Background: an optimization exercise with open tools, aiming at small area. Do not read the settings as production practice. Function was checked by simulation only, so behaviour that the tests miss may differ from the original. In runs 2 to 7 the design's own scripts or RTL, not TritonCTS, make the clock network. The clock input has no modelled driver; a real chip could not lean on it and would need a root buffer or a full tree. Power figures rest on the tool's default switching activity, not on a simulated workload.

$ cat flow/flow/run.sh
#!/bin/bash
# Layout flow: the standard ORFS flow (standard.sh) with two changes:
#  - synthesis maps each module with several ABC scripts and keeps the
#    smallest result (flow/abc_pre.tcl), hierarchically, then flattens as
#    synth_recipe.tcl does; registers are those of the standard synthesis;
#  - ports are buffered with the smallest buffer cell.
set -euo pipefail
W=$PWD
export BUFFER_PORTS_ARGS="-buffer_cell sky130_fd_sc_hd__buf_1"
export MY_ABC_SCRIPTS="$W/flow/amap.script:$W/flow/mapa.script:$W/flow/deep.script"
cat flow/abc_pre.tcl synth_recipe.tcl > my_synth.tcl
bash standard.sh SYNTH_SCRIPT=$W/my_synth.tcl SYNTH_HIERARCHICAL=1 finish > flow_standard.log 2>&1
$ cat flow/flow/abc_pre.tcl
# This flow's own technology mapping: each module is mapped by each ABC script
# in MY_ABC_SCRIPTS (colon separated) and keeps the smallest result.
proc abc {args} {
  set i [lsearch -exact $args -script]
  if { $i >= 0 } {
    set args [lreplace $args $i [expr {$i + 1}]]
  }
  set libargs {}
  foreach {k v} [lrange $args 0 end] {}
  set j [lsearch -exact $args -liberty]
  set lib [lindex $args [expr {$j + 1}]]
  set scripts [split $::env(MY_ABC_SCRIPTS) ":"]
  set mods [split [string trim [tee -q -s result.string select -list-mod =*]] "\n"]
  foreach m $mods {
    set m [string trim $m]
    if { $m eq "" || [string match "*sky130*" $m] } { continue }
    set best ""
    set best_area 1e18
    foreach s $scripts {
      design -save abc_pre_map
      yosys abc {*}$args -script $s $m
      set st [tee -q -s result.string stat -liberty $lib $m]
      set area 1e17
      regexp {Chip area for module[^:]*:\s*([0-9.eE+-]+)} $st -> area
      puts "MY_ABC module $m script $s area $area"
      design -load abc_pre_map
      if { $area < $best_area } {
        set best_area $area
        set best $s
      }
    }
    puts "MY_ABC module $m best $best area $best_area"
    yosys abc {*}$args -script $best $m
  }
}
$ cat flow/flow/amap.script
strash
dch -f
amap
topo
$ cat flow/flow/deep.script
strash
&get -n
&deepsyn -T 3
&put
dch -f
amap
topo
$ cat flow/flow/mapa.script
strash
dch -f
map -a
topo
$ cat flow/standard.sh
#!/bin/bash
# synth_recipe.tcl (not shown) runs the flow's synth.tcl, then flattens the netlist and writes it again
# the make line also repeats each setting of config.mk as NAME=value (left out here)
make -C /OpenROAD-flow-scripts/flow DESIGN_CONFIG=/design/flow/config.mk WORK_HOME=/design/flow/orfs CLKGATE_MAP_FILE= SYNTH_SCRIPT=/design/flow/synth_recipe.tcl "${@:-finish}"
$ cat flow/config.mk
export PLATFORM = sky130hd
export DESIGN_NAME = TinyCPU
export DESIGN_NICKNAME = TinyCPU
export VERILOG_FILES = /design/flow/design.v
export SDC_FILE = /design/flow/constraint.sdc
export NUM_CORES = 4
export LEC_CHECK = 0
export ABC_AREA = 1
export CAP_MARGIN = 20
export CORE_MARGIN = 2
export CORE_UTILIZATION = 40
export CTS_BUF_LIST = sky130_fd_sc_hd__clkbuf_8
export CTS_CLUSTER_SIZE = 30
export SLEW_MARGIN = 20
$ cat flow/constraint.sdc
create_clock -name core_clock -period 5.0 [get_ports {Clk}]
set_input_delay 1.0000 -clock core_clock [delete_from_list [all_inputs] [get_ports {Clk}]]
set_output_delay 1.0000 -clock core_clock [all_outputs]
set_load 0.01 [all_outputs]
$ cat flow/design.v
module TinyCPU(In, Clk, Result);
	input  [11:0] In;
	input         Clk;
	output [7:0]  Result;
	wire [3:0] op = In[11:8];
	wire [7:0] d  = In[7:0];
	reg  [7:0] A, nB, R;
	wire [7:0] A_n, nB_n, R_n;
	wire [7:0] b = ~nB;
	wire ld1, hA, ld2, st, hB, hold, e4, e5, e6, P, Q, N;
	wire ge;
	assign Result = R;
	always @(posedge Clk) begin
		A  <= A_n;
		nB <= nB_n;
		R  <= R_n;
	end
	Decoder dec(.op(op), .ge(ge), .ld1(ld1), .hA(hA), .ld2(ld2), .st(st), .hB(hB),
		.hold(hold), .e4(e4), .e5(e5), .e6(e6), .P(P), .Q(Q), .N(N));
	wire [8:1] g;
	Or2 cmp0(.a(A[0]), .b(nB[0]), .y(g[1]));
	wire [7:0] x, gen, S;
	wire [7:1] c, ncg;
	assign c[1] = gen[0];
	assign S[0] = x[0];
	wire [7:0] n1, nF;
	genvar i;
	generate for (i = 0; i < 8; i = i + 1) begin : sl
		Ao22 amux(.a1(ld1), .a2(d[i]), .b1(hA), .b2(A[i]), .y(A_n[i]));
		Aoi222 bmux(.a1(ld2), .a2(d[i]), .b1(st), .b2(R[i]), .c1(hB), .c2(b[i]), .y(nB_n[i]));
		HalfAdd ha(.a(A[i]), .b(b[i]), .s(x[i]), .co(gen[i]));
		if (i > 0) begin : ch
			Maj3 cmp(.a(A[i]), .b(nB[i]), .c(g[i]), .y(g[i+1]));
			Nand2 gate(.a(c[i]), .b(e4), .y(ncg[i]));
			Xnor2 sum(.a(x[i]), .b(ncg[i]), .y(S[i]));
		end
		if (i > 0 && i < 7) begin : cy
			Ao21 carry(.a1(x[i]), .a2(c[i]), .b1(gen[i]), .y(c[i+1]));
		end
		if (i == 0) begin : sh0
			Aoi22 sh(.a1(hold), .a2(R[i]), .b1(e6), .b2(A[i+1]), .y(n1[i]));
		end else if (i == 7) begin : sh7
			Aoi22 sh(.a1(hold), .a2(R[i]), .b1(e5), .b2(A[i-1]), .y(n1[i]));
		end else begin : shm
			Aoi222 sh(.a1(hold), .a2(R[i]), .b1(e5), .b2(A[i-1]), .c1(e6), .c2(A[i+1]), .y(n1[i]));
		end
		Aoi222 fsel(.a1(S[i]), .a2(P), .b1(gen[i]), .b2(Q), .c1(nB[i]), .c2(N), .y(nF[i]));
		Nand2 rout(.a(n1[i]), .b(nF[i]), .y(R_n[i]));
	end endgenerate
	assign ge = g[8];
endmodule
module Decoder(op, ge, ld1, hA, ld2, st, hB, hold, e4, e5, e6, P, Q, N);
	input [3:0] op;
	input ge;
	output ld1, hA, ld2, st, hB, hold, e4, e5, e6, P, Q, N;
	wire cmpge = (op == 4'd11) & ge;
	assign ld1  = (op == 4'd0001);
	assign hA   = (op > 4'd1);
	assign ld2  = (op == 4'd2);
	assign st   = (op == 4'd3);
	assign hB   = (op != 4'd0) & (op != 4'd2) & (op != 4'd3);
	assign hold = (op == 4'd1) | (op == 4'd2) | (op == 4'd3) | (op >= 4'd12);
	assign e4   = ~op[3] & ~op[0];    
	assign e5   = (op == 4'd5);
	assign e6   = (op == 4'd6);
	assign P    = (op == 4'd4) | (op == 4'd8) | (op == 4'd9) | (op == 4'd10) | cmpge;
	assign Q    = (op == 4'd7) | (op == 4'd8) | cmpge;
	assign N    = (op == 4'd10) | cmpge;
endmodule
module Ao21(a1, a2, b1, y);
	input a1, a2, b1;
	output y;
	assign y = (a1 & a2) | b1;
endmodule
module Xnor2(a, b, y);
	input a, b;
	output y;
	assign y = ~(a ^ b);
endmodule
module HalfAdd(a, b, s, co);
	input a, b;
	output s, co;
	assign s  = a ^ b;
	assign co = a & b;
endmodule
module Aoi222(a1, a2, b1, b2, c1, c2, y);
	input a1, a2, b1, b2, c1, c2;
	output y;
	assign y = ~((a1 & a2) | (b1 & b2) | (c1 & c2));
endmodule
module Aoi22(a1, a2, b1, b2, y);
	input a1, a2, b1, b2;
	output y;
	assign y = ~((a1 & a2) | (b1 & b2));
endmodule
module Ao22(a1, a2, b1, b2, y);
	input a1, a2, b1, b2;
	output y;
	assign y = (a1 & a2) | (b1 & b2);
endmodule
module Maj3(a, b, c, y);
	input a, b, c;
	output y;
	assign y = (a & b) | (c & (a | b));
endmodule
module Or2(a, b, y);
	input a, b;
	output y;
	assign y = a | b;
endmodule
module Nand2(a, b, y);
	input a, b;
	output y;
	assign y = ~(a & b);
endmodule
==> summary.txt, run 1 <==
status no timing/DRC/antenna violations; Post-CTS Setup Repair Bufs 0; Tot GR Track Use 22.1%; commonest non-fill, non-tap cell in the layout dfxtp_1; final routed DRC violation total 0; Final HPWL DP approximately 2500 µm; first-pass GRT wire length 5910 µm; Initial Util 41.8%; RD Place Congestion 0.856; total CTS buffers 3; placed insts 205; Final setup viols 0; Starting DRT DRC Count 157; critical path arrival roughly 4.6 ns; largest net degree at the start of global routing 13; placed cell area between 1000 and 1500 µm²; Hold WC Path Type reg -> reg; Peak Freq 0.227 GHz; clk slew on worst S/H paths about 0.080 ns; fill count 298; Post-synth ARST share 0%; Top FF cell, synth dfxtp_1; First-pass DRT Iterations 5; final instance area 1450 µm²; Cell Rows 20; Clock Skew 0.00328 ns; vias post-DR about 1,300; most frequent cells in the layout dfxtp_1, a222oi_1, nand2_1; Reg power frac 47.6%; Met2 Routed Length about 1800 µm; worst path required time 5.15 ns; vias in the first global route roughly 1,300; core area 3030 µm²; sequential share of the synthesized area a little under two fifths; # Max-Cap Violations 0; area delta synth->final 14.6%; fin crit period between 4 and 5 ns; nets between 150 and 200; Inserted Diodes 0; initial antenna violation count 0; TNS Setup 0 ns; WHS about 0.50 ns; non-filler cells, final approximately 210; I/O pins 21; Routed WL per cell 17.7 µm; Worst VDD drop 0.184 mV; final hold viol count 0; Power Total 0.579 mW; static leakage 0.611 nW; cell count after synthesis 140; YS warnings 7; CTS-repair resized insts 0; Top Layer Used met4; die height 60.2 µm; number of enable flip-flop cells after synthesis 0; Mapped Nets 161; Startpoint Class flop; vias per cell 6.29; die width 60.2 µm; # H-tree levels 1; Root Buffer clkbuf_8; pwr dens 399 nW/µm²; RR Startpoint A[0]$_DFF_P_; Synth Cell Area 1260 µm²; library cells used by synthesis 18; share of cells above drive strength 1 between 3 and 4%; HP Start nB[0]$_DFF_P_; Psw just over 0.2 mW; Yosys reg bits 24; critical path peak fanout 8; slew of the pin with the lowest slew margin 0.768 ns; Slew Limit Fails 0; met1 WL approximately 1500 µm; fin crit share 88.3%; Clock Path Buffers 2; met3 routed WL 312 µm; Int Pwr 0.376 mW; I/O Buffers 20; combinational power share 32.4%; clock power share 19.9%; RSZ-0062 raised after global routing false; hold buffers post-CTS 0; Worst-Skew Late Latency 0.27 ns; GRT overflow 0; post-route antenna net violation count 0; Worst Setup SP A[0]$_DFF_P_; Sw Share 35.1%; DRT Wirelength about 3700 µm; Setup CP Type reg -> reg; Crit. End Element flop; CTS tree built; Worst slew margin 48.6%; Clock Sinks 24; die area 3630 µm²; Mapped Avg Cell Area 9.04 µm²
critical path, cell delays in order (launching register included):
cell	delay (ns)
dfxtp_1	0.35
or2_0	0.22
maj3_1	0.37
maj3_1	0.37
maj3_1	0.38
maj3_1	0.38
maj3_1	0.37
maj3_1	0.37
maj3_1	0.35
o21ai_0	0.30
a31oi_1	0.33
a222oi_1	0.42
nand2_1	0.09
modules after synthesis (local to each module, per instance):
| module | cell area, µm² | cells inside | times used | flops+latches |
|---|---|---|---|---|
| HalfAdd | 12.5 | 1 | 8 | 0 |
| Aoi222 | 10.0 | 1 | 22 | 0 |
| Ao22 | 8.76 | 1 | 8 | 0 |
| Xnor2 | 8.76 | 2 | 7 | 0 |
| Ao21 | 7.51 | 1 | 6 | 0 |
| Aoi22 | 7.51 | 1 | 2 | 0 |
| Maj3 | 10.0 | 1 | 7 | 0 |
| Decoder | 110 | 25 | 1 | 0 |
| TinyCPU | 510 | 32 | 1 | 24 |
| Or2 | 6.26 | 1 | 1 | 0 |
| Nand2 | 3.75 | 1 | 15 | 0 |
per-layer routing:
metal  vias up  track usage (%)
met3        10             6.06
met2        69             37.1
met1       619             25.9
met4         0             9.84
met5         -                0
li1        610                -
through the flow:
| stage | utilization (%) | worst slack (ns) |
|---|---|---|
| after floorplan | - | 0.973 |
| after global placement | 46.4 | 0.776 |
| after detailed placement | 46.5 | 0.651 |
| after CTS | 47.9 | 0.634 |
| after global routing | 47.9 | 0.354 |
| final | 47.9 | 0.586 |
path summary, 6_finish.rpt:
check	slack, ns	to	cells after the start
setup / recovery	0.59	R[2]$_DFF_P_	12
hold / removal	0.50	nB[0]$_DFF_P_	2
setup reg to reg	0.59	R[2]$_DFF_P_	12
hold reg to reg	0.50	nB[0]$_DFF_P_	2
registers in the layout, summed over array words and instances (netlist names):
register,count
A,8
R,8
nB,8
synth_stat cells, types with 2 or more instances:
cell type | n | area share, %
dfxtp_1 | 24 | 38
a222oi_1 | 22 | 17
nand2_1 | 22 | 6.5
clkinv_1 | 15 | 4.5
nor2_1 | 10 | 3.0
a22o_1 | 8 | 5.5
ha_1 | 8 | 7.9
o21ai_0 | 8 | 3.2
maj3_1 | 7 | 5.5
a21o_1 | 6 | 3.6
a22oi_1 | 2 | 1.2
nand3_1 | 2 | 0.79
kinds of logic (layout without fill, tap and decap cells):
family | Yosys count | after routing | synth area share [%]
AND/OR/NAND/NOR | 37 | 37 | 11.7
adder cells (fa/ha/maj) | 15 | 15 | 13.5
flip-flops | 24 | 24 | 38.0
buffers and inverters | 15 | 39 | 4.45
AO/OA/AOI/OAI | 49 | 49 | 32.4
final cells by class:
type | instances | area (µm²) | share of cell area [%]
Multi-Input combinational cell | 101 | 734 | 50.6
Clock buffer | 3 | 41.3 | 2.85
Inverter | 15 | 56.3 | 3.88
Timing Repair Buffer | 21 | 82.6 | 5.69
Sequential cell | 24 | 480 | 33.1
Tap cell | 44 | 55.1 | 3.80
power by group through the flow:
stage               clock network, mW  logic, mW  registers, mW
floorplan                           0      0.127          0.278
global placement                    0      0.176          0.279
detailed placement                  0      0.185          0.279
CTS                             0.119      0.185          0.275
global route                    0.127      0.209          0.281
finish                          0.115      0.188          0.276
==> run 2: changes to the inputs <==
==> flow/flow/run.sh (replaced) <==
#!/bin/bash
# Layout flow: the standard ORFS flow (standard.sh) with three changes:
#  - synthesis maps each module with several ABC scripts and keeps the
#    smallest result (flow/abc_pre.tcl), hierarchically, then flattens as
#    synth_recipe.tcl does; registers are those of the standard synthesis;
#  - ports are buffered with the smallest buffer cell;
#  - the clock tree is two buffers driven by the clock port, each driving
#    half of the registers
#    (flow/pre_cts.tcl, in place of TritonCTS).
set -euo pipefail
W=$PWD
export BUFFER_PORTS_ARGS="-buffer_cell sky130_fd_sc_hd__buf_1"
export MY_ABC_SCRIPTS="$W/flow/amap.script:$W/flow/mapa.script:$W/flow/deep.script"
export PRE_CTS_TCL="$W/flow/pre_cts.tcl"
export MY_CLOCK_PORT=Clk
export MY_CLOCK_BUF=sky130_fd_sc_hd__buf_4
export MY_CLOCK_NBUF=2
cat flow/abc_pre.tcl synth_recipe.tcl > my_synth.tcl
bash standard.sh SYNTH_SCRIPT=$W/my_synth.tcl SYNTH_HIERARCHICAL=1 finish > flow_standard.log 2>&1
==> flow/flow/pre_cts.tcl (new file) <==
# Clock tree without TritonCTS, which always builds at least one H-tree level
# even for a few dozen sinks. The registers are split into MY_CLOCK_NBUF
# groups of equal size by position; the clock port drives one clock buffer
# per group, placed at the centre of its group, which drives the group's
# clock pins. Every register is one buffer away from the clock port.
rename clock_tree_synthesis orfs_clock_tree_synthesis
proc clock_tree_synthesis { args } {
  set db [ord::get_db]
  set block [ord::get_db_block]
  set port_net [$block findNet $::env(MY_CLOCK_PORT)]
  set master [$db findMaster $::env(MY_CLOCK_BUF)]
  set nbuf $::env(MY_CLOCK_NBUF)
  set sinks {}
  foreach it [$port_net getITerms] {
    set box [[$it getInst] getBBox]
    set x [expr { ([$box xMin] + [$box xMax]) / 2 }]
    set y [expr { ([$box yMin] + [$box yMax]) / 2 }]
    lappend sinks [list $it $x $y]
  }
  # split along the wider side of the sinks' bounding box
  set xs [lmap s $sinks { lindex $s 1 }]
  set ys [lmap s $sinks { lindex $s 2 }]
  set w [expr { [tcl::mathfunc::max {*}$xs] - [tcl::mathfunc::min {*}$xs] }]
  set h [expr { [tcl::mathfunc::max {*}$ys] - [tcl::mathfunc::min {*}$ys] }]
  set key [expr { $w >= $h ? 1 : 2 }]
  set sinks [lsort -integer -index $key $sinks]
  set n [llength $sinks]
  for { set k 0 } { $k < $nbuf } { incr k } {
    set lo [expr { $k * $n / $nbuf }]
    set hi [expr { ($k + 1) * $n / $nbuf - 1 }]
    set group [lrange $sinks $lo $hi]
    set buf [odb::dbInst_create $block $master clkbuf_leaf_$k]
    set leaf [odb::dbNet_create $block clknet_leaf_$k]
    $leaf setSigType CLOCK
    set sx 0
    set sy 0
    foreach s $group {
      lassign $s it x y
      set sx [expr { $sx + $x }]
      set sy [expr { $sy + $y }]
      $it disconnect
      $it connect $leaf
    }
    set m [llength $group]
    [$buf findITerm A] connect $port_net
    [$buf findITerm X] connect $leaf
    $buf setLocation [expr { $sx / $m }] [expr { $sy / $m }]
    $buf setPlacementStatus PLACED
    puts "Clock buffer [$buf getName] ($::env(MY_CLOCK_BUF)) drives $m clock pins"
  }
  global_connect
}
--- a/flow/config.mk
+++ b/flow/config.mk
@@ -8,7 +8,6 @@
 export ABC_AREA = 1
 export CAP_MARGIN = 20
 export CORE_MARGIN = 2
-export CORE_UTILIZATION = 40
-export CTS_BUF_LIST = sky130_fd_sc_hd__clkbuf_8
-export CTS_CLUSTER_SIZE = 30
+export CORE_UTILIZATION = 60
+export PLACE_DENSITY = 0.8
 export SLEW_MARGIN = 20
==> summary.txt, run 2 <==
post-route antenna net violation count 0; vias post-DR roughly 1,300; area delta synth->final 10.5%; First-pass DRT Iterations 6; Crit-path slowest cell a222oi_1; Routed WL per cell approximately 18 µm; Place WS 0.722 ns; Worst VDD drop 0.245 mV; Yosys top cell area share 38.0%; RR Startpoint A[0]$_DFF_P_; vias per cell 6.74; DRT Wirelength 3390 µm; cell count after synthesis 140; Most common cell on crit path maj3_1; Tot GR Track Use about 28%; Worst slew margin about 18%; busiest grt layer met2; Synth Cell Area about 1300 µm²; R2R cell count 12; die width 49.9 µm; Inserted Diodes 0; Top Registers A x8, R x8, nB x8; I/O pins 21; RD Place Congestion 0.890; Slew Limit Fails 0; max incr delay on CP ~0.4 ns; synth top area cells dfxtp_1, a222oi_1, ha_1; GR Util met1 36.2%; Setup CP Type reg -> reg; Mapped Nets 161; final hold viol count 0; Mapped Avg Cell Area 9.04 µm²; Post-synth ARST share 0%; final instance area 1400 µm²; register area between 400 and 500 µm²; most common cell in the netlist dfxtp_1; Clock Skew approximately 0.00089 ns; share of cells above drive strength 1 under 10%; met2 Track Usage GR 50.0%; pwr dens 380 nW/µm²; Initial Util 63.8%; Starting DRT DRC Count 144; GRT overflow 0; Final setup viols 0; Final HPWL DP approximately 2400 µm; area leader, netlist dfxtp_1; Post-CTS Setup Repair Bufs 0; library cells used by synthesis 18; fill count roughly 170; non-filler cells, final 190; Crit. End Element flop; Worst Hold End nB[0]$_DFF_P_; multi-input logic area about 730 µm²; HP Start nB[0]$_DFF_P_; die height 49.9 µm; worst setup margin 0.693 ns; placed cell area 1380 µm²; Yosys reg bits 24; most frequent cells in the layout dfxtp_1, a222oi_1, nand2_1; status no timing/DRC/antenna violations; critical path arrival 4.34 ns; commonest cells in the netlist dfxtp_1, a222oi_1, nand2_1, clkinv_1, nor2_1; Cell Rows 16; RSZ-0062 raised after global routing false; hold buffers post-CTS 0; critical path peak fanout 8; reg2reg end R[1]$_DFF_P_; Worst-Skew Late Latency 0.15 ns; static leakage 0.598 nW; fin crit share a little under nine tenths; TNS Setup 0 ns; fin crit period 4.31 ns; Top FF cell, synth dfxtp_1; clk slew on worst S/H paths 0.11 ns; hold depth 2; Peak Freq 0.232 GHz; GR Layer Usage met3 less than 1%; die area 2490 µm²; I/O Buffers 20; first-pass GRT wire length 5480 µm; register-to-register path setup slack roughly 0.7 ns; YS warnings 7; CTS-repair resized insts 0; core area 1980 µm²; commonest non-fill, non-tap cell in the layout dfxtp_1; Startpoint Class flop; nets 186; WHS about 0.49 ns; initial antenna violation count 0; sequential share of the synthesized area 38.0%; # Max-Cap Violations 0; worst path required time between 5 and 6 ns; vias in the first global route between 1,000 and 1,500; placed insts 188; number of enable flip-flop cells after synthesis 0; slew of the pin with the lowest slew margin 1.22 ns; final routed DRC violation total 0; largest net degree at the start of global routing 13; CP Cell Sequence or2_0 -> maj3_1 -> maj3_1 -> maj3_1 -> maj3_1 -> maj3_1 -> maj3_1 -> maj3_1 -> o21ai_0 -> a31oi_1 -> a222oi_1 -> nand2_1; Hold WC Path Type reg -> reg
run 2: cell counts after synthesis:
No cell type changed its count.
run 2: how the worst max path moves through the flow:
stage                         to           from  slack, ns
floorplan           R[0]$_DFF_P_  nB[0]$_DFF_P_       0.97
global placement    R[7]$_DFF_P_  nB[0]$_DFF_P_       0.80
detailed placement  R[3]$_DFF_P_   A[0]$_DFF_P_       0.72
CTS                 R[3]$_DFF_P_   A[0]$_DFF_P_       0.73
global route        R[0]$_DFF_P_   A[0]$_DFF_P_       0.46
finish              R[1]$_DFF_P_   A[0]$_DFF_P_       0.69
run 2: modules after synthesis, one instance, submodules excluded:
module	flops+latches	cells	times used	area [µm²]
Decoder	0	25	1	110
Xnor2	0	2	7	8.76
Aoi222	0	1	22	10.0
Aoi22	0	1	2	7.51
Maj3	0	1	7	10.0
Ao22	0	1	8	8.76
Or2	0	1	1	6.26
Nand2	0	1	15	3.75
HalfAdd	0	1	8	12.5
Ao21	0	1	6	7.51
TinyCPU	24	32	1	510
run 2: logic make-up after synthesis:
group | count (synthesis) | share of synthesized area [%]
buffers and inverters | 15 | 4.45
AO/OA/AOI/OAI | 49 | 32.4
adder cells (fa/ha/maj) | 15 | 13.5
AND/OR/NAND/NOR | 37 | 11.7
flip-flops | 24 | 38.0
run 2: layer usage:
layer  routed length [µm]  up-vias
li1                     -      608
met1                 1450      615
met2                 1710       54
met3                  193        4
met4                   38        0
met5                    0        -
run 2: area by class of cell:
cell class                      count  share of cell area (%)
Buffer                              2                    1.07
Inverter                           15                    4.03
Multi-Input combinational cell    101                    52.2
Sequential cell                    24                    34.4
Tap cell                           27                    2.42
Timing Repair Buffer               21                    5.91
run 2: through the flow:
| step | util [%] | power (mW) |
|---|---|---|
| after floorplan | - | 0.406 |
| after global placement | 69.8 | 0.453 |
| after detailed placement | 69.8 | 0.462 |
| after CTS | 70.5 | 0.513 |
| after global routing | 70.5 | 0.565 |
| final | 70.5 | 0.531 |
run 2: worst max-delay path, delay by kind of cell (launching register included):
kind / cells / cell delay, ns
AOI/OAI and AO/OA: 3 / 1.01
adders and majority gates: 7 / 2.52
DFF: 1 / 0.36
and+or+nand+nor: 2 / 0.32
run 2: power breakdown:
| part | switching, mW | internal (mW) | total (mW) |
|---|---|---|---|
| logic | 0.0997 | 0.0867 | 0.186 |
| registers | 0.0404 | 0.235 | 0.275 |
| clock network | 0.0484 | 0.0212 | 0.0696 |
==> run 3: changes to the inputs <==
--- a/flow/config.mk
+++ b/flow/config.mk
@@ -6,8 +6,8 @@
 export NUM_CORES = 4
 export LEC_CHECK = 0
 export ABC_AREA = 1
-export CAP_MARGIN = 20
+export CAP_MARGIN = 0
 export CORE_MARGIN = 2
 export CORE_UTILIZATION = 60
 export PLACE_DENSITY = 0.8
-export SLEW_MARGIN = 20
+export SLEW_MARGIN = 0
==> summary.txt, run 3 <==
status no timing/DRC/antenna violations; die height 49.9 µm; library cells used by synthesis 18; die width 49.9 µm; R2R cell count 12; nets between 150 and 200; Most common cell on crit path maj3_1; register-to-register path setup slack 0.69 ns; reg2reg end R[1]$_DFF_P_; commonest non-fill, non-tap cell in the layout dfxtp_1; Starting DRT DRC Count 144; cell count after synthesis 140; static leakage about 0.6 nW; Yosys top cell area share 38.0%; area leader, netlist dfxtp_1; Core Util, Final 70.5%; Routed WL per cell between 15 and 20 µm; Synth Cell Area 1260 µm²; Inserted Diodes 0; Crit-path slowest cell a222oi_1; Worst-Skew Late Latency 0.15 ns; number of enable flip-flop cells after synthesis 0; sequential share of the synthesized area 38.0%; Psw 0.189 mW; Int Pwr roughly 0.34 mW; die area 2490 µm²; CP Cell Sequence or2_0 -> maj3_1 -> maj3_1 -> maj3_1 -> maj3_1 -> maj3_1 -> maj3_1 -> maj3_1 -> o21ai_0 -> a31oi_1 -> a222oi_1 -> nand2_1; fin crit period 4.31 ns; clk slew on worst S/H paths between 0.1 and 0.15 ns; final hold viol count 0; Clock Skew ~0.00089 ns; Tot GR Track Use around 28%; Worst slew margin 18.4%; Sw Share between 30% and 40%; RR Startpoint A[0]$_DFF_P_; area delta synth->final 10.5%; Cell Rows 16; non-filler cells, final 190; TNS Setup 0 ns; Initial Util 63.8%; end point of the critical path R[1]$_DFF_P_; most common cell in the netlist dfxtp_1; vias per cell roughly 6.7; I/O Buffers 20; max incr delay on CP about 0.4 ns; placed insts 188; slew of the pin with the lowest slew margin 1.22 ns; I/O pins 21; Final HPWL DP 2410 µm; Crit. End Element flop; largest net degree at the start of global routing 13; Reg power frac approximately half; YS warnings 7; first-pass GRT wire length ~5500 µm; Yosys reg bits 24; GRT overflow 0; RSZ-0062 raised after global routing false; RD Place Congestion 0.890; final routed DRC violation total 0; Worst Setup SP A[0]$_DFF_P_; CP delay by family, top adder cells; Post-synth ARST share 0%; # Max-Cap Violations 0; worst path required time 5.04 ns; Power Total 0.531 mW; WHS 0.493 ns; fill count 171; Critical path buffers and inverters 0; synth top area cells dfxtp_1, a222oi_1, ha_1; Startpoint Class flop; share of cells above drive strength 1 1.84%; Mapped Nets about 160; Mapped Avg Cell Area 9.04 µm²; fin crit share a little under nine tenths; hold buffers post-CTS 0; DRT Wirelength 3390 µm; First-pass DRT Iterations 6; clock power share between 10% and 20%; critical path peak fanout 8; commonest cells in the netlist dfxtp_1, a222oi_1, nand2_1, clkinv_1, nor2_1; Top FF cell, synth dfxtp_1; Setup CP Type reg -> reg; Top Registers A x8, R x8, nB x8; pwr dens ~380 nW/µm²; Hold WC Path Type reg -> reg; Post-CTS Setup Repair Bufs 0; post-route antenna net violation count 0; vias in the first global route 1,236; core area 1980 µm²; most frequent cells in the layout dfxtp_1, a222oi_1, nand2_1; CTS-repair resized insts 0; critical path arrival roughly 4.3 ns; Worst VDD drop between 0.2 and 0.25 mV; vias post-DR roughly 1,300; initial antenna violation count 0; Crit path depth 12; Final setup viols 0; Slew Limit Fails 0; Peak Freq approximately 0.23 GHz; combinational power share 35.1%
-- run 3: kinds of logic (layout without fill, tap and decap cells) --
family          count (synthesis)  in the layout  synth area share (%)
buf+inv                        15             38                  4.45
simple gates                   37             37                  11.7
fa+ha+maj                      15             15                  13.5
flops                          24             24                  38.0
compound gates                 49             49                  32.4
-- run 3: power by group through the flow --
stage	Combinational, mW	Clock [mW]	Sequential (mW)
after floorplan	0.127	0	0.278
after global placement	0.174	0	0.278
after detailed placement	0.183	0	0.279
after CTS	0.184	0.0501	0.279
after global routing	0.209	0.0747	0.281
final	0.186	0.0696	0.275
-- run 3: stage by stage --
| step | worst slack, ns | instance area, µm² |
|---|---|---|
| global placement | 0.799 | 1380 |
| floorplan | 0.973 | 1260 |
| finish | 0.693 | 1400 |
| CTS | 0.726 | 1400 |
| detailed placement | 0.722 | 1380 |
| global route | 0.458 | 1400 |
-- run 3: worst min-delay path by stage --
stage / startpoint / to / slack [ns] / depth (start not counted)
after global routing: R[7]$_DFF_P_ / nB[7]$_DFF_P_ / 0.53 / 1
after global placement: R[4]$_DFF_P_ / nB[4]$_DFF_P_ / 0.47 / 1
after floorplan: nB[0]$_DFF_P_ / nB[0]$_DFF_P_ / 0.45 / 2
final: nB[0]$_DFF_P_ / nB[0]$_DFF_P_ / 0.49 / 2
after CTS: nB[0]$_DFF_P_ / nB[0]$_DFF_P_ / 0.48 / 2
after detailed placement: nB[0]$_DFF_P_ / nB[0]$_DFF_P_ / 0.48 / 2
-- run 3: area by class of cell --
| type | instances | area, µm² | share of cell area [%] |
|---|---|---|---|
| multi-input cells | 101 | 729 | 52.2 |
| flip-flops and latches | 24 | 480 | 34.4 |
| plain buffers | 2 | 15.0 | 1.07 |
| inverters | 15 | 56.3 | 4.03 |
| repair buffers | 21 | 82.6 | 5.91 |
| well taps | 27 | 33.8 | 2.42 |
-- run 3: per-layer routing --
layer / global-route usage [%] / up-vias / wire, µm
met5: 0 / - / 0
li1: - / 608 / -
met2: 50.0 / 54 / 1710
met4: 8.80 / 0 / 38
met3: 0.909 / 4 / 193
met1: 36.2 / 615 / 1450
-- run 3: Yosys stat by module, one instance, submodules excluded, excerpt --
module	flip-flops and latches	cells inside	copies in the design
Xnor2	0	2	7
Ao22	0	1	8
HalfAdd	0	1	8
TinyCPU	24	32	1
Nand2	0	1	15
Ao21	0	1	6
-- run 3: worst min-delay path, cell delays in order (launching register included) --
cell and delay [ns]:
dfxtp_1 0.34, clkinv_1 0.06, a222oi_1 0.05
==> run 4: changes to the inputs <==
--- a/flow/design.v
+++ b/flow/design.v
@@ -20,8 +20,8 @@
 	wire [8:1] g;
 	Or2 cmp0(.a(A[0]), .b(nB[0]), .y(g[1]));
 	wire [7:0] x, gen, S;
-	wire [7:1] c, ncg;
-	assign c[1] = gen[0];
+	wire [7:1] cg;
+	And2 cy0(.a(gen[0]), .b(e4), .y(cg[1]));
 	assign S[0] = x[0];
 	wire [7:0] n1, nF;
 	genvar i;
@@ -31,11 +31,10 @@
 		HalfAdd ha(.a(A[i]), .b(b[i]), .s(x[i]), .co(gen[i]));
 		if (i > 0) begin : ch
 			Maj3 cmp(.a(A[i]), .b(nB[i]), .c(g[i]), .y(g[i+1]));
-			Nand2 gate(.a(c[i]), .b(e4), .y(ncg[i]));
-			Xnor2 sum(.a(x[i]), .b(ncg[i]), .y(S[i]));
+			Xor2 sum(.a(x[i]), .b(cg[i]), .y(S[i]));
 		end
 		if (i > 0 && i < 7) begin : cy
-			Ao21 carry(.a1(x[i]), .a2(c[i]), .b1(gen[i]), .y(c[i+1]));
+			Ao22 carry(.a1(gen[i]), .a2(e4), .b1(x[i]), .b2(cg[i]), .y(cg[i+1]));
 		end
 		if (i == 0) begin : sh0
 			Aoi22 sh(.a1(hold), .a2(R[i]), .b1(e6), .b2(A[i+1]), .y(n1[i]));
@@ -67,15 +66,15 @@
 	assign Q    = (op == 4'd7) | (op == 4'd8) | cmpge;
 	assign N    = (op == 4'd10) | cmpge;
 endmodule
-module Ao21(a1, a2, b1, y);
-	input a1, a2, b1;
-	output y;
-	assign y = (a1 & a2) | b1;
-endmodule
-module Xnor2(a, b, y);
+module Xor2(a, b, y);
 	input a, b;
 	output y;
-	assign y = ~(a ^ b);
+	assign y = a ^ b;
+endmodule
+module And2(a, b, y);
+	input a, b;
+	output y;
+	assign y = a & b;
 endmodule
 module HalfAdd(a, b, s, co);
 	input a, b;
--- a/flow/flow/run.sh
+++ b/flow/flow/run.sh
@@ -1,5 +1,5 @@
 #!/bin/bash
-# Layout flow: the standard ORFS flow (standard.sh) with three changes:
+# Layout flow: the standard ORFS flow (standard.sh) with these changes:
 #  - synthesis maps each module with several ABC scripts and keeps the
 #    smallest result (flow/abc_pre.tcl), hierarchically, then flattens as
 #    synth_recipe.tcl does; registers are those of the standard synthesis;
@@ -10,7 +10,9 @@
 set -euo pipefail
 W=$PWD
 export BUFFER_PORTS_ARGS="-buffer_cell sky130_fd_sc_hd__buf_1"
-export MY_ABC_SCRIPTS="$W/flow/amap.script:$W/flow/mapa.script:$W/flow/deep.script"
+export MY_ABC_SCRIPTS="$W/flow/amap.script:$W/flow/mapa.script"
+export MY_ABC_SCRIPTS_Decoder="$W/flow/amap.script:$W/flow/mapa.script:$W/flow/deep.script:$W/flow/deepam.script"
+export MY_ABC_DONT_USE="sky130_fd_sc_hd__a2111oi_* sky130_fd_sc_hd__nor4_* sky130_fd_sc_hd__nor4b_* sky130_fd_sc_hd__nor4bb_*"
 export PRE_CTS_TCL="$W/flow/pre_cts.tcl"
 export MY_CLOCK_PORT=Clk
 export MY_CLOCK_BUF=sky130_fd_sc_hd__buf_4
--- a/flow/flow/abc_pre.tcl
+++ b/flow/flow/abc_pre.tcl
@@ -1,19 +1,26 @@
 # This flow's own technology mapping: each module is mapped by each ABC script
-# in MY_ABC_SCRIPTS (colon separated) and keeps the smallest result.
+# in MY_ABC_SCRIPTS (colon separated), or in MY_ABC_SCRIPTS_<module> if that
+# is set, and keeps the smallest result. Cells
+# named in MY_ABC_DONT_USE (space separated patterns) are not used: cells
+# with four transistors in series drive the decoder's long nets too slowly.
 proc abc {args} {
   set i [lsearch -exact $args -script]
   if { $i >= 0 } {
     set args [lreplace $args $i [expr {$i + 1}]]
   }
-  set libargs {}
-  foreach {k v} [lrange $args 0 end] {}
   set j [lsearch -exact $args -liberty]
   set lib [lindex $args [expr {$j + 1}]]
-  set scripts [split $::env(MY_ABC_SCRIPTS) ":"]
+  foreach c $::env(MY_ABC_DONT_USE) {
+    lappend args -dont_use $c
+  }
   set mods [split [string trim [tee -q -s result.string select -list-mod =*]] "\n"]
   foreach m $mods {
     set m [string trim $m]
     if { $m eq "" || [string match "*sky130*" $m] } { continue }
+    set scripts [split $::env(MY_ABC_SCRIPTS) ":"]
+    if { [info exists ::env(MY_ABC_SCRIPTS_$m)] } {
+      set scripts [split $::env(MY_ABC_SCRIPTS_$m) ":"]
+    }
     set best ""
     set best_area 1e18
     foreach s $scripts {
==> flow/flow/deep.script (replaced) <==
strash
&get -n
&deepsyn -I 30 -J 300 -S 7
&put
dch -f
map -a
topo
==> flow/flow/deepam.script (new file) <==
strash
&get -n
&deepsyn -I 30 -J 300 -S 7
&put
dch -f
amap
topo
--- a/flow/config.mk
+++ b/flow/config.mk
@@ -6,8 +6,8 @@
 export NUM_CORES = 4
 export LEC_CHECK = 0
 export ABC_AREA = 1
-export CAP_MARGIN = 0
+export CAP_MARGIN = 20
 export CORE_MARGIN = 2
 export CORE_UTILIZATION = 60
 export PLACE_DENSITY = 0.8
-export SLEW_MARGIN = 0
+export SLEW_MARGIN = 20
==> summary.txt, run 4 <==
Final setup viols 0; initial antenna violation count 0; most common cell in the netlist dfxtp_1; fill count about 190; Reg power frac between 50 and 60%; Starting DRT DRC Count between 150 and 200; Tot GR Track Use 27.5%; vias in the first global route 1,150; Top Registers A x8, R x8, nB x8; I/O Buffers 20; commonest non-fill, non-tap cell in the layout dfxtp_1; RD Place Congestion 0.851; Slew Limit Fails 0; die height between 40 and 50 µm; Peak Freq 0.229 GHz; first-pass GRT wire length roughly 5400 µm; DRT Wirelength 3270 µm; Yosys top cell area share 38.7%; Inserted Diodes 0; die area 2450 µm²; Top FF cell, synth dfxtp_1; Mapped Nets 153; Mapped Avg Cell Area 9.41 µm²; TNS Setup 0 ns; WHS approximately 0.5 ns; static leakage 0.550 nW; busiest grt layer met2; Psw 0.189 mW; status no timing/DRC/antenna violations; Sw Share 35.7%; critical path peak fanout 8; sequential share of the synthesized area 38.7%; RR Startpoint A[0]$_DFF_P_; nets ~180; Final HPWL DP 2300 µm; main combinational cell family by area after synthesis compound AO/OA/AOI/OAI gates; worst setup margin around 0.63 ns; Worst VDD drop 0.232 mV; number of enable flip-flop cells after synthesis 0; share of cells above drive strength 1 2.60%; Post-CTS Setup Repair Bufs 0; area delta synth->final 10.4%; Synth Cell Area 1240 µm²; Power Total 0.529 mW; Worst Hold End nB[0]$_DFF_P_; CTS-repair resized insts 0; Hold WC Path Type reg -> reg; Post-synth ARST share 0%; fin crit period about 4.4 ns; GR Util met1 39.8%; most frequent cells in the layout dfxtp_1, a222oi_1, buf_1; GR Layer Usage met3 3.03%; HP Start nB[0]$_DFF_P_; clock power share 13.2%; YS warnings 7; synth top area cells dfxtp_1, a222oi_1, a22o_1; hold buffers post-CTS 0; Routed WL per cell 18.0 µm; vias per cell 6.78; hold depth 2; fin crit share between 80 and 90%; Place WS around 0.73 ns; final routed DRC violation total 0; I/O pins 21; core area 1960 µm²; met2 Track Usage GR about 45%; First-pass DRT Iterations 5; library cells used by synthesis 17; pwr dens 386 nW/µm²; final hold viol count 0; RSZ-0062 raised after global routing false; die width 49.5 µm; non-filler cells, final 181; Compound-Gate Fraction of Synth Area 33.5%; Cell Rows 16; # Max-Cap Violations 0; Setup CP Type reg -> reg; worst path required time around 5 ns; largest net degree at the start of global routing 13; post-route antenna net violation count 0; Startpoint Class flop; Yosys reg bits 24; slew of the pin with the lowest slew margin 0.996 ns; Post-Synth Simple-Gate Area 10.8%; clk slew on worst S/H paths 0.11 ns; Crit. End Element flop; Int Pwr 0.340 mW; GRT overflow 0; Initial Util 63.3%; cell count after synthesis 132; vias post-DR 1,228; placed insts 179; Clock Skew 0.00782 ns; R2R cell count 12; commonest cells in the netlist dfxtp_1, a222oi_1, nor2_1, a22o_1, nand2_1; Synth Area in Adders 13.7%; Post-Synth XOR/XNOR Area 0%; area leader, netlist dfxtp_1; Worst slew margin 33.2%; register-to-register path setup slack 0.63 ns; Worst-Skew Late Latency approximately 0.15 ns; combinational power share roughly 34%; reg2reg end R[3]$_DFF_P_; mux contribution to synthesized area 0%; critical path arrival between 4 and 5 ns
[run 4: cells by family after synthesis]
family | count (synthesis)
buffers and inverters | 11
AND/OR/NAND/NOR | 33
adder cells (fa/ha/maj) | 15
flip-flops | 24
AO/OA/AOI/OAI | 49
[run 4: layer usage]
metal / wire, µm / vias up
met5: 0 / -
met4: 26 / 0
met3: 374 / 3
met2: 1470 / 73
met1: 1390 / 561
li1: - / 591
[run 4: Yosys stat by module (local to each module, per instance)]
module   area (µm²)  times used  flip-flops and latches
Decoder         100           1                       0
Nand2          3.75           8                       0
HalfAdd        12.5           8                       0
Maj3           10.0           7                       0
Ao22           8.76          14                       0
TinyCPU         510           1                      24
And2           6.26           1                       0
Aoi22          7.51           2                       0
Xor2           8.76           7                       0
Or2            6.26           1                       0
Aoi222         10.0          22                       0
[run 4: power by group through the flow]
stage / clock, mW / sequential (mW) / combinational [mW]
detailed placement: 0 / 0.279 / 0.180
global placement: 0 / 0.278 / 0.171
finish: 0.0696 / 0.277 / 0.182
floorplan: 0 / 0.278 / 0.126
global route: 0.0785 / 0.283 / 0.202
CTS: 0.0501 / 0.281 / 0.180
[run 4: how the worst max path moves through the flow]
stage | start | to | cells after the start
2_1_floorplan | nB[0]$_DFF_P_ | R[7]$_DFF_P_ | 12
3_3_place_gp | nB[0]$_DFF_P_ | R[0]$_DFF_P_ | 12
3_5_place_dp | nB[0]$_DFF_P_ | R[6]$_DFF_P_ | 12
4_1_cts | nB[0]$_DFF_P_ | R[3]$_DFF_P_ | 12
5_1_grt | nB[0]$_DFF_P_ | R[5]$_DFF_P_ | 12
6_report | A[0]$_DFF_P_ | R[3]$_DFF_P_ | 12
[run 4: through the flow]
stage / cell area (µm²) / util [%]
6_report: 1370 / 69.9
3_5_place_dp: 1350 / 68.9
5_1_grt: 1370 / 69.9
2_1_floorplan: 1240 / -
3_3_place_gp: 1350 / 68.9
4_1_cts: 1370 / 69.6
[run 4: area by class of cell]
cell class	instances	area, µm²	share of cell area [%]
Multi-Input combinational cell	97	726	52.9
Sequential cell	24	480	35.0
Timing Repair Buffer	20	75.1	5.47
Inverter	11	41.3	3.01
Tap cell	27	33.8	2.46
Buffer	2	15.0	1.09
[run 4: critical path: stages, from the launching register on]
cell and delay [ns]:
dfxtp_1 0.36, or2_0 0.21, maj3_1 0.37, maj3_1 0.36, maj3_1 0.36, maj3_1 0.36
maj3_1 0.36, maj3_1 0.37, maj3_1 0.36, o21ai_0 0.31, a31oi_1 0.34, a222oi_1 0.41
nand2_1 0.08
==> run 5: changes to the inputs <==
--- a/flow/config.mk
+++ b/flow/config.mk
@@ -8,6 +8,6 @@
 export ABC_AREA = 1
 export CAP_MARGIN = 20
 export CORE_MARGIN = 2
-export CORE_UTILIZATION = 60
+export CORE_UTILIZATION = 36
 export PLACE_DENSITY = 0.8
 export SLEW_MARGIN = 20
==> summary.txt, run 5 <==
Mapped Avg Cell Area 9.41 µm²; status no timing/DRC/antenna violations; fin crit period roughly 4.3 ns; Top Registers A x8, R x8, nB x8; vias per cell between 6 and 7; Hold WC Path Type reg -> reg; Crit. End Element flop; cell count after synthesis 132; First-pass DRT Iterations 6; Mapped Nets approximately 150; worst setup margin 0.710 ns; Top FF cell, synth dfxtp_1; post-route antenna net violation count 0; vias in the first global route 1,095; Starting DRT DRC Count 152; first-pass GRT wire length 5290 µm; die area 3940 µm²; Yosys top cell area share 38.7%; CTS-repair resized insts 0; Place WS 0.793 ns; hold buffers post-CTS 0; critical path arrival about 4.3 ns; I/O pins 21; largest net degree at the start of global routing 13; Post-CTS Setup Repair Bufs 0; number of enable flip-flop cells after synthesis 0; max incr delay on CP 0.40 ns; Synth Cell Area 1240 µm²; pwr dens 377 nW/µm²; Worst slew margin 37.7%; Tot GR Track Use around 16%; library cells used by synthesis 17; Post-synth ARST share 0%; slew of the pin with the lowest slew margin 0.929 ns; commonest cells in the netlist dfxtp_1, a222oi_1, nor2_1, a22o_1, nand2_1; clk slew on worst S/H paths around 0.11 ns; Clock Skew 0.00459 ns; Worst-Skew Late Latency 0.15 ns; Critical path buffers and inverters 0; RSZ-0062 raised after global routing false; I/O Buffers 20; Slew Limit Fails 0; Peak Freq between 0.2 and 0.25 GHz; final hold viol count 0; area leader, netlist dfxtp_1; die width 62.7 µm; final routed DRC violation total 0; commonest non-fill, non-tap cell in the layout dfxtp_1; Cell Rows 21; CP Cell Sequence or2_0 -> maj3_1 -> maj3_1 -> maj3_1 -> maj3_1 -> maj3_1 -> maj3_1 -> maj3_1 -> o21ai_0 -> a31oi_1 -> a222oi_1 -> nand2_1; Inserted Diodes 0; vias post-DR 1,214; Final setup viols 0; worst path required time 5.04 ns; YS warnings 7; GRT overflow 0; Final HPWL DP roughly 2300 µm; CP delay by family, top adder cells; most frequent cells in the layout dfxtp_1, a222oi_1, buf_1; synth top area cells dfxtp_1, a222oi_1, a22o_1; DRT Wirelength about 3300 µm; sequential share of the synthesized area between 30 and 40%; initial antenna violation count 0; die height 62.7 µm; most common cell in the netlist dfxtp_1; Crit-path slowest cell a222oi_1; nets 177; RD Place Congestion 0.887; Yosys reg bits 24; area delta synth->final 12.3%; critical path peak fanout 8; fin crit share 85.8%; TNS Setup 0 ns; Initial Util 37.2%; Startpoint Class flop; static leakage 0.550 nW; Routed WL per cell 16.3 µm; Worst VDD drop 0.138 mV; # Max-Cap Violations 0; share of cells above drive strength 1 2.60%; Setup CP Type reg -> reg; Most common cell on crit path maj3_1; core area about 3300 µm²
==> run 5: path summary, 6_finish.rpt <==
path / start / end / slack (ns) / cells after the start
worst max-delay path: A[0]$_DFF_P_ / R[7]$_DFF_P_ / 0.71 / 12
worst min-delay path: nB[3]$_DFF_P_ / nB[3]$_DFF_P_ / 0.50 / 2
worst max register to register: A[0]$_DFF_P_ / R[7]$_DFF_P_ / 0.71 / 12
worst min register to register: nB[3]$_DFF_P_ / nB[3]$_DFF_P_ / 0.50 / 2
==> run 5: logic make-up after synthesis <==
group	share of synthesized area, %
AOI/OAI and AO/OA	33.5
adders and majority gates	13.7
buffers and inverters	3.32
DFF	38.7
and+or+nand+nor	10.8
==> run 5: layout make-up <==
class | count | area [µm²]
repair buffers | 20 | 75.1
well taps | 46 | 57.6
fillers | 338 | 1940
plain buffers | 2 | 15.0
flip-flops and latches | 24 | 480
multi-input cells | 97 | 726
inverters | 11 | 41.3
==> run 5: Yosys stat by module (local to each module, per instance) <==
module,copies in the design,cells
And2,1,1
TinyCPU,1,32
Ao22,14,1
Or2,1,1
Aoi222,22,1
Nand2,8,1
Xor2,7,2
HalfAdd,8,1
Aoi22,2,1
Decoder,1,23
Maj3,7,1
==> run 5: tightest hold or removal path, cell delays in order (launching register included) <==
cell      delay (ns)
dfxtp_1         0.35
clkinv_1        0.06
a222oi_1        0.05
==> run 5: per-stage QoR <==
| stage | instances | cell area, µm² | hold WS, ns | utilization (%) | total power [mW] |
|---|---|---|---|---|---|
| 3_5_place_dp | 198 | 1380 | 0.487 | 41.2 | 0.458 |
| 2_1_floorplan | 132 | 1240 | 0.453 | - | 0.404 |
| 4_1_cts | 200 | 1390 | 0.483 | 41.7 | 0.508 |
| 5_1_grt | 200 | 1400 | 0.526 | 41.8 | 0.568 |
| 6_report | 200 | 1400 | 0.503 | 41.8 | 0.526 |
| 3_3_place_gp | 198 | 1380 | 0.484 | 41.2 | 0.453 |
==> run 5: where the power goes <==
part	internal, mW	switching [mW]
sequential	0.235	0.0410
clock	0.0212	0.0494
combinational	0.0839	0.0959
total	0.340	0.186
==> run 5: per-layer routing <==
metal	track usage [%]	wire [µm]	part of all wire, %
met2	25.5	1410	43
met3	0.721	236	7.2
met5	0	0	0
met4	4.17	35	1.1
met1	24.1	1580	48
==> run 6: changes to the inputs <==
--- a/flow/config.mk
+++ b/flow/config.mk
@@ -7,7 +7,7 @@
 export LEC_CHECK = 0
 export ABC_AREA = 1
 export CAP_MARGIN = 20
-export CORE_MARGIN = 2
-export CORE_UTILIZATION = 36
+export CORE_AREA = 2 2 60 60
+export DIE_AREA = 0 0 62 62
 export PLACE_DENSITY = 0.8
 export SLEW_MARGIN = 20
==> summary.txt, run 6 <==
Mapped Avg Cell Area approximately 9.4 µm²; share of cells above drive strength 1 2.60%; vias post-DR 1,219; Worst slew margin just over 30%; final routed DRC violation total 0; most common cell in the netlist dfxtp_1; Slew Limit Fails 0; Peak Freq 0.233 GHz; die area 3840 µm²; slew of the pin with the lowest slew margin 1.04 ns; commonest non-fill, non-tap cell in the layout dfxtp_1; Core Util, Final 42.5%; clk slew on worst S/H paths 0.12 ns; first-pass GRT wire length 4910 µm; critical path peak fanout 8; number of enable flip-flop cells after synthesis 0; die width just over 60 µm; Yosys top cell area share 38.7%; fin crit share 85.8%; GRT overflow 0; CTS-repair resized insts 0; area delta synth->final 12.3%; pwr dens 379 nW/µm²; Crit. End Element flop; Worst-Skew Late Latency approximately 0.15 ns; RD Place Congestion 0.904; worst path required time 5.03 ns; # Max-Cap Violations 0; static leakage around 0.55 nW; RSZ-0062 raised after global routing false; post-route antenna net violation count 0; Worst VDD drop 0.123 mV; Hold WC Path Type reg -> reg; core area 3280 µm²; critical path arrival 4.32 ns; Post-CTS Setup Repair Bufs 0; initial antenna violation count 0; vias per cell just over 6; placed cell area 1380 µm²; Initial Util a little under two fifths; Starting DRT DRC Count 217; First-pass DRT Iterations 8; commonest cells in the netlist dfxtp_1, a222oi_1, nor2_1, a22o_1, nand2_1; nets 177; area leader, netlist dfxtp_1; hold buffers post-CTS 0; I/O pins 21; Routed WL per cell approximately 16 µm; TNS Setup 0 ns; Post-synth ARST share 0%; most frequent cells in the layout dfxtp_1, a222oi_1, buf_1; I/O Buffers 20; largest net degree at the start of global routing 13; Yosys reg bits 24; Setup CP Type reg -> reg; vias in the first global route about 1,100; Mapped Nets between 150 and 200; status no timing/DRC/antenna violations; Top FF cell, synth dfxtp_1; DRT Wirelength 3270 µm; cell count after synthesis around 130; main combinational cell family by area after synthesis compound AO/OA/AOI/OAI gates; final instance area 1400 µm²; die height 62 µm; Top Registers A x8, R x8, nB x8; mux contribution to synthesized area 0%; Final setup viols 0; synth top area cells dfxtp_1, a222oi_1, a22o_1; Post-Synth XOR/XNOR Area 0%; fin crit period 4.29 ns; Clock Skew roughly 0.0088 ns; hold depth 2; Compound-Gate Fraction of Synth Area 33.5%; R2R cell count 12; Tot GR Track Use between 10% and 20%; Cell Rows 21; library cells used by synthesis 17; Synth Cell Area ~1200 µm²; Synth Area in Adders 13.7%; sequential share of the synthesized area 38.7%; Post-Synth Simple-Gate Area 10.8%; Startpoint Class flop; Inserted Diodes 0; final hold viol count 0; WHS 0.506 ns; Final HPWL DP between 2000 and 2500 µm; YS warnings 7
==> run 6: cell counts after synthesis <==
No cell type changed its count.
==> run 6: path summary, 6_finish.rpt <==
kind / startpoint / end / slack (ns)
hold / removal: nB[7]$_DFF_P_ / nB[7]$_DFF_P_ / 0.51
setup reg to reg: nB[0]$_DFF_P_ / R[3]$_DFF_P_ / 0.71
hold reg to reg: nB[7]$_DFF_P_ / nB[7]$_DFF_P_ / 0.51
setup / recovery: nB[0]$_DFF_P_ / R[3]$_DFF_P_ / 0.71
==> run 6: kinds of logic (layout without fill, tap and decap cells) <==
logic type,Yosys count,count (layout)
compound gates,49,49
simple gates,33,33
buf+inv,11,33
fa+ha+maj,15,15
flops,24,24
==> run 6: per-module statistics from Yosys, one instance, submodules excluded <==
module / cell area [µm²] / times used / flip-flops and latches
Aoi222: 10.0 / 22 / 0
Decoder: 100 / 1 / 0
TinyCPU: 510 / 1 / 24
Nand2: 3.75 / 8 / 0
Or2: 6.26 / 1 / 0
And2: 6.26 / 1 / 0
Ao22: 8.76 / 14 / 0
HalfAdd: 12.5 / 8 / 0
Xor2: 8.76 / 7 / 0
Aoi22: 7.51 / 2 / 0
Maj3: 10.0 / 7 / 0
==> run 6: worst max-delay path, cell delays in order, from the launching register on <==
cell and delay (ns):
dfxtp_1 0.35, or2_0 0.24, maj3_1 0.36, maj3_1 0.36, maj3_1 0.36, maj3_1 0.36, maj3_1 0.36, maj3_1 0.36
maj3_1 0.35, o21ai_0 0.27, a31oi_1 0.33, a222oi_1 0.37, nand2_1 0.10
==> run 6: through the flow <==
stage                     power [mW]  setup WS [ns]  cells
after floorplan                0.404           1.07    132
after global placement         0.454          0.844    198
after detailed placement       0.459          0.772    198
after CTS                      0.511          0.755    200
after global routing           0.562          0.493    200
final                          0.529          0.711    200
==> run 6: final cells by class <==
class	instances	area [µm²]
Fill cell	323	1890
Tap cell	46	57.6
Buffer	2	15.0
Timing Repair Buffer	20	75.1
Multi-Input combinational cell	97	726
Inverter	11	41.3
Sequential cell	24	480
==> run 6: per-layer routing <==
metal,part of all wire (%),GRT usage [%],up-vias
met5,0,0,-
met4,0.37,0.912,0
met3,10,1.04,2
met2,45,28.6,70
met1,44,23.9,564
li1,-,-,583
==> run 6: where the power goes <==
part           switching, mW  total, mW  internal [mW]  leakage (nW)
sequential            0.0431      0.278          0.235         0.200
combinational         0.0954      0.179         0.0838         0.340
clock                 0.0501     0.0713         0.0212       0.00961
==> run 7: changes to the inputs <==
--- a/flow/design.v
+++ b/flow/design.v
@@ -53,7 +53,7 @@
 	input ge;
 	output ld1, hA, ld2, st, hB, hold, e4, e5, e6, P, Q, N;
 	wire cmpge = (op == 4'd11) & ge;
-	assign ld1  = (op == 4'd0001);
+	assign ld1  = (op == 4'd1);
 	assign hA   = (op > 4'd1);
 	assign ld2  = (op == 4'd2);
 	assign st   = (op == 4'd3);
--- a/flow/flow/run.sh
+++ b/flow/flow/run.sh
@@ -12,7 +12,7 @@
 export BUFFER_PORTS_ARGS="-buffer_cell sky130_fd_sc_hd__buf_1"
 export MY_ABC_SCRIPTS="$W/flow/amap.script:$W/flow/mapa.script"
 export MY_ABC_SCRIPTS_Decoder="$W/flow/amap.script:$W/flow/mapa.script:$W/flow/deep.script:$W/flow/deepam.script"
-export MY_ABC_DONT_USE="sky130_fd_sc_hd__a2111oi_* sky130_fd_sc_hd__nor4_* sky130_fd_sc_hd__nor4b_* sky130_fd_sc_hd__nor4bb_*"
+export MY_ABC_DONT_USE="sky130_fd_sc_hd__a2111oi_* sky130_fd_sc_hd__nor4_* sky130_fd_sc_hd__nor4b_* sky130_fd_sc_hd__nor4bb_* sky130_fd_sc_hd__nor3_1 sky130_fd_sc_hd__nor3b_1 *_2 *_4 *_6 *_8 *_12 *_16"
 export PRE_CTS_TCL="$W/flow/pre_cts.tcl"
 export MY_CLOCK_PORT=Clk
 export MY_CLOCK_BUF=sky130_fd_sc_hd__buf_4
==> flow/flow/abc_pre.tcl (replaced) <==
proc abc {args} {
  set i [lsearch -exact $args -script]
  if { $i >= 0 } {
    set args [lreplace $args $i [expr {$i + 1}]]
  }
  set j [lsearch -exact $args -liberty]
  set lib [lindex $args [expr {$j + 1}]]
  foreach c $::env(MY_ABC_DONT_USE) {
    lappend args -dont_use $c
  }
  set mods [split [string trim [tee -q -s result.string select -list-mod =*]] "\n"]
  foreach m $mods {
    set m [string trim $m]
    if { $m eq "" || [string match "*sky130*" $m] } { continue }
    set scripts [split $::env(MY_ABC_SCRIPTS) ":"]
    if { [info exists ::env(MY_ABC_SCRIPTS_$m)] } {
      set scripts [split $::env(MY_ABC_SCRIPTS_$m) ":"]
    }
    set best ""
    set best_area 1e18
    design -save abc_pre_map
    set k 0
    foreach s $scripts {
      design -load abc_pre_map
      yosys abc {*}$args -script $s $m
      set st [tee -q -s result.string stat -liberty $lib $m]
      set area 1e17
      regexp {Chip area for module[^:]*:\s*([0-9.eE+-]+)} $st -> area
      puts "MY_ABC module $m script $s area $area"
      design -save abc_map_$k
      if { $area < $best_area } {
        set best_area $area
        set best $k
      }
      incr k
    }
    puts "MY_ABC module $m best [lindex $scripts $best] area $best_area"
    design -load abc_map_$best
  }
}
--- a/flow/config.mk
+++ b/flow/config.mk
@@ -7,7 +7,7 @@
 export LEC_CHECK = 0
 export ABC_AREA = 1
 export CAP_MARGIN = 20
-export CORE_AREA = 2 2 60 60
-export DIE_AREA = 0 0 62 62
+export CORE_MARGIN = 2
+export CORE_UTILIZATION = 36
 export PLACE_DENSITY = 0.8
 export SLEW_MARGIN = 20
==> summary.txt, run 7 <==
First-pass DRT Iterations 8; Startpoint Class flop; CP Cell Sequence or2_0 -> maj3_1 -> maj3_1 -> maj3_1 -> maj3_1 -> maj3_1 -> maj3_1 -> maj3_1 -> o21ai_0 -> a31oi_1 -> a222oi_1 -> nand2_1; slew of the pin with the lowest slew margin between 0.8 and 0.9 ns; Crit-path slowest cell a222oi_1; Yosys top cell area share 38.6%; static leakage 0.549 nW; fill count 358; commonest non-fill, non-tap cell in the layout dfxtp_1; Top Registers A x8, R x8, nB x8; die area between 3000 and 4000 µm²; vias per cell 6.13; post-route antenna net violation count 0; Setup CP Type reg -> reg; area delta synth->final 11.9%; most frequent cells in the layout dfxtp_1, a222oi_1, buf_1; Clock Skew 0.0134 ns; I/O Buffers 20; Final setup viols 0; Hold WC Path Type reg -> reg; DRT Wirelength 3360 µm; Crit. End Element flop; Mapped Avg Cell Area just over 9 µm²; Final HPWL DP 2320 µm; critical path peak fanout 8; Inserted Diodes 0; Yosys reg bits 24; clk slew on worst S/H paths around 0.12 ns; Mapped Nets 154; GRT overflow 0; Slew Limit Fails 0; YS warnings 7; core area around 3300 µm²; I/O pins 21; sequential share of the synthesized area 38.6%; R2R cell count 12; Starting DRT DRC Count about 210; Post-synth ARST share 0%; vias in the first global route around 1,100; RSZ-0062 raised after global routing false; Tot GR Track Use 16.4%; Post-CTS Setup Repair Bufs 0; Worst slew margin between 40% and 50%; synth top area cells dfxtp_1, a222oi_1, a22o_1; worst setup margin 0.692 ns; Worst VDD drop 0.108 mV; CTS-repair resized insts 0; critical path arrival between 4 and 5 ns; Place WS 0.771 ns; Initial Util 37.3%; library cells used by synthesis 16; hold depth 2; placed insts 199; Cell Rows 21; Routed WL per cell 16.7 µm; nets 178; Synth Cell Area ~1200 µm²; pwr dens 380 nW/µm²; number of enable flip-flop cells after synthesis 0; die width between 60 and 70 µm; placed cell area 1380 µm²; # Max-Cap Violations 0; Core Util, Final 41.7%; commonest cells in the netlist dfxtp_1, a222oi_1, nor2_1, a22o_1, nand2_1; Top FF cell, synth dfxtp_1; RD Place Congestion between 0.8 and 0.9; Worst-Skew Late Latency about 0.16 ns; fin crit period 4.31 ns; fin crit share 86.2%; initial antenna violation count 0; area leader, netlist dfxtp_1; final instance area 1390 µm²; final hold viol count 0; most common cell in the netlist dfxtp_1; share of cells above drive strength 1 1.29%; largest net degree at the start of global routing 13; die height 62.8 µm; Most common cell on crit path maj3_1; TNS Setup 0 ns; cell count after synthesis 133; status no timing/DRC/antenna violations; vias post-DR approximately 1,200; final routed DRC violation total 0; first-pass GRT wire length 5400 µm; non-filler cells, final 201; Peak Freq 0.232 GHz; max incr delay on CP 0.41 ns; hold buffers post-CTS 0; worst path required time 5.05 ns
==> run 7: layer usage <==
metal	GRT usage (%)	share of wire, %	vias to the layer above
met4	1.94	0.80	0
met5	0	0	-
li1	-	-	590
met3	1.44	10	2
met2	26.3	44	64
met1	24.6	46	576
==> run 7: final cells by class <==
type	instances	area [µm²]	area share, %
Multi-Input combinational cell	97	718	51.6
Sequential cell	24	480	34.5
Timing Repair Buffer	20	75.1	5.40
Tap cell	46	57.6	4.14
Inverter	12	45.0	3.24
Buffer	2	15.0	1.08
==> run 7: through the flow <==
| stage | hold slack, ns | power [mW] |
|---|---|---|
| global placement | 0.466 | 0.452 |
| CTS | 0.480 | 0.509 |
| floorplan | 0.453 | 0.404 |
| finish | 0.498 | 0.529 |
| detailed placement | 0.475 | 0.459 |
| global route | 0.516 | 0.564 |
==> run 7: path summary, 6_finish.rpt <==
| kind | start | endpoint | slack [ns] |
|---|---|---|---|
| setup / recovery | nB[0]$_DFF_P_ | R[0]$_DFF_P_ | 0.69 |
| hold / removal | nB[0]$_DFF_P_ | nB[0]$_DFF_P_ | 0.50 |
| setup reg to reg | nB[0]$_DFF_P_ | R[0]$_DFF_P_ | 0.69 |
| hold reg to reg | nB[0]$_DFF_P_ | nB[0]$_DFF_P_ | 0.50 |
==> run 7: cell families after synthesis <==
logic type,synth area share (%)
compound gates,33.5
fa+ha+maj,13.7
buf+inv,3.62
flops,38.6
simple gates,10.6
==> run 7: per-module statistics from Yosys (local to each module, per instance) <==
module	flip-flops and latches	cells inside	copies in the design
Nand2	0	1	8
Aoi222	0	1	22
Or2	0	1	1
Aoi22	0	1	2
Decoder	0	24	1
HalfAdd	0	1	8
Ao22	0	1	14
Xor2	0	2	7
TinyCPU	24	32	1
Maj3	0	1	7
And2	0	1	1
==> run 7: critical path: cells and delay by family (launching register included) <==
family	cells	cell delay (ns)
AOI/OAI and AO/OA	3	1.01
adders and majority gates	7	2.52
DFF	1	0.35
and+or+nand+nor	2	0.32
==> run 7: power breakdown <==
| group | internal [mW] | switching [mW] | total (mW) | leakage [nW] |
|---|---|---|---|---|
| clock | 0.0212 | 0.0499 | 0.0710 | 0.00961 |
| combinational | 0.0834 | 0.0958 | 0.179 | 0.339 |
| sequential | 0.235 | 0.0438 | 0.279 | 0.200 |
| total | 0.339 | 0.190 | 0.529 | 0.549 |

## separate check: timing with driven ports
The results above use ideal ports. As a check the final layouts listed here were re-extracted and re-timed, cells and wires unchanged. Step 1, drivers: a clkbuf_16 drives Clk and a buf_2 each remaining input, both assumed. Step 2, shift: input delay + t, output delay - t, t = (earliest + latest rising clock arrival at the registers) / 2. This alone moves slack from input paths to output paths. a / b / c = ideal / step 1 / step 2; a / b = the first two.
run	t (ns)	slack for setup (ns)	hold slack, ns	worst setup path at the end	worst data-port slew with drivers (ns)
run 1	0.290	0.586 / 0.586 / 0.586	0.496 / 0.496 / 0.496	register to register	0.03
run 2	0.174	0.693 / 0.693 / 0.693	0.493 / 0.493 / 0.493	register to register	0.03
run 3	0.174	0.693 / 0.693 / 0.693	0.493 / 0.493 / 0.493	register to register	0.03
run 4	0.177	0.635 / 0.635 / 0.635	0.500 / 0.500 / 0.500	register to register	0.03
run 5	0.178	0.710 / 0.710 / 0.710	0.503 / 0.503 / 0.503	register to register	0.03
run 6	0.179	0.711 / 0.711 / 0.711	0.506 / 0.506 / 0.506	register to register	0.03
run 7	0.183	0.692 / 0.692 / 0.692	0.498 / 0.498 / 0.498	register to register	0.03
After both steps every run listed still meets setup and hold.
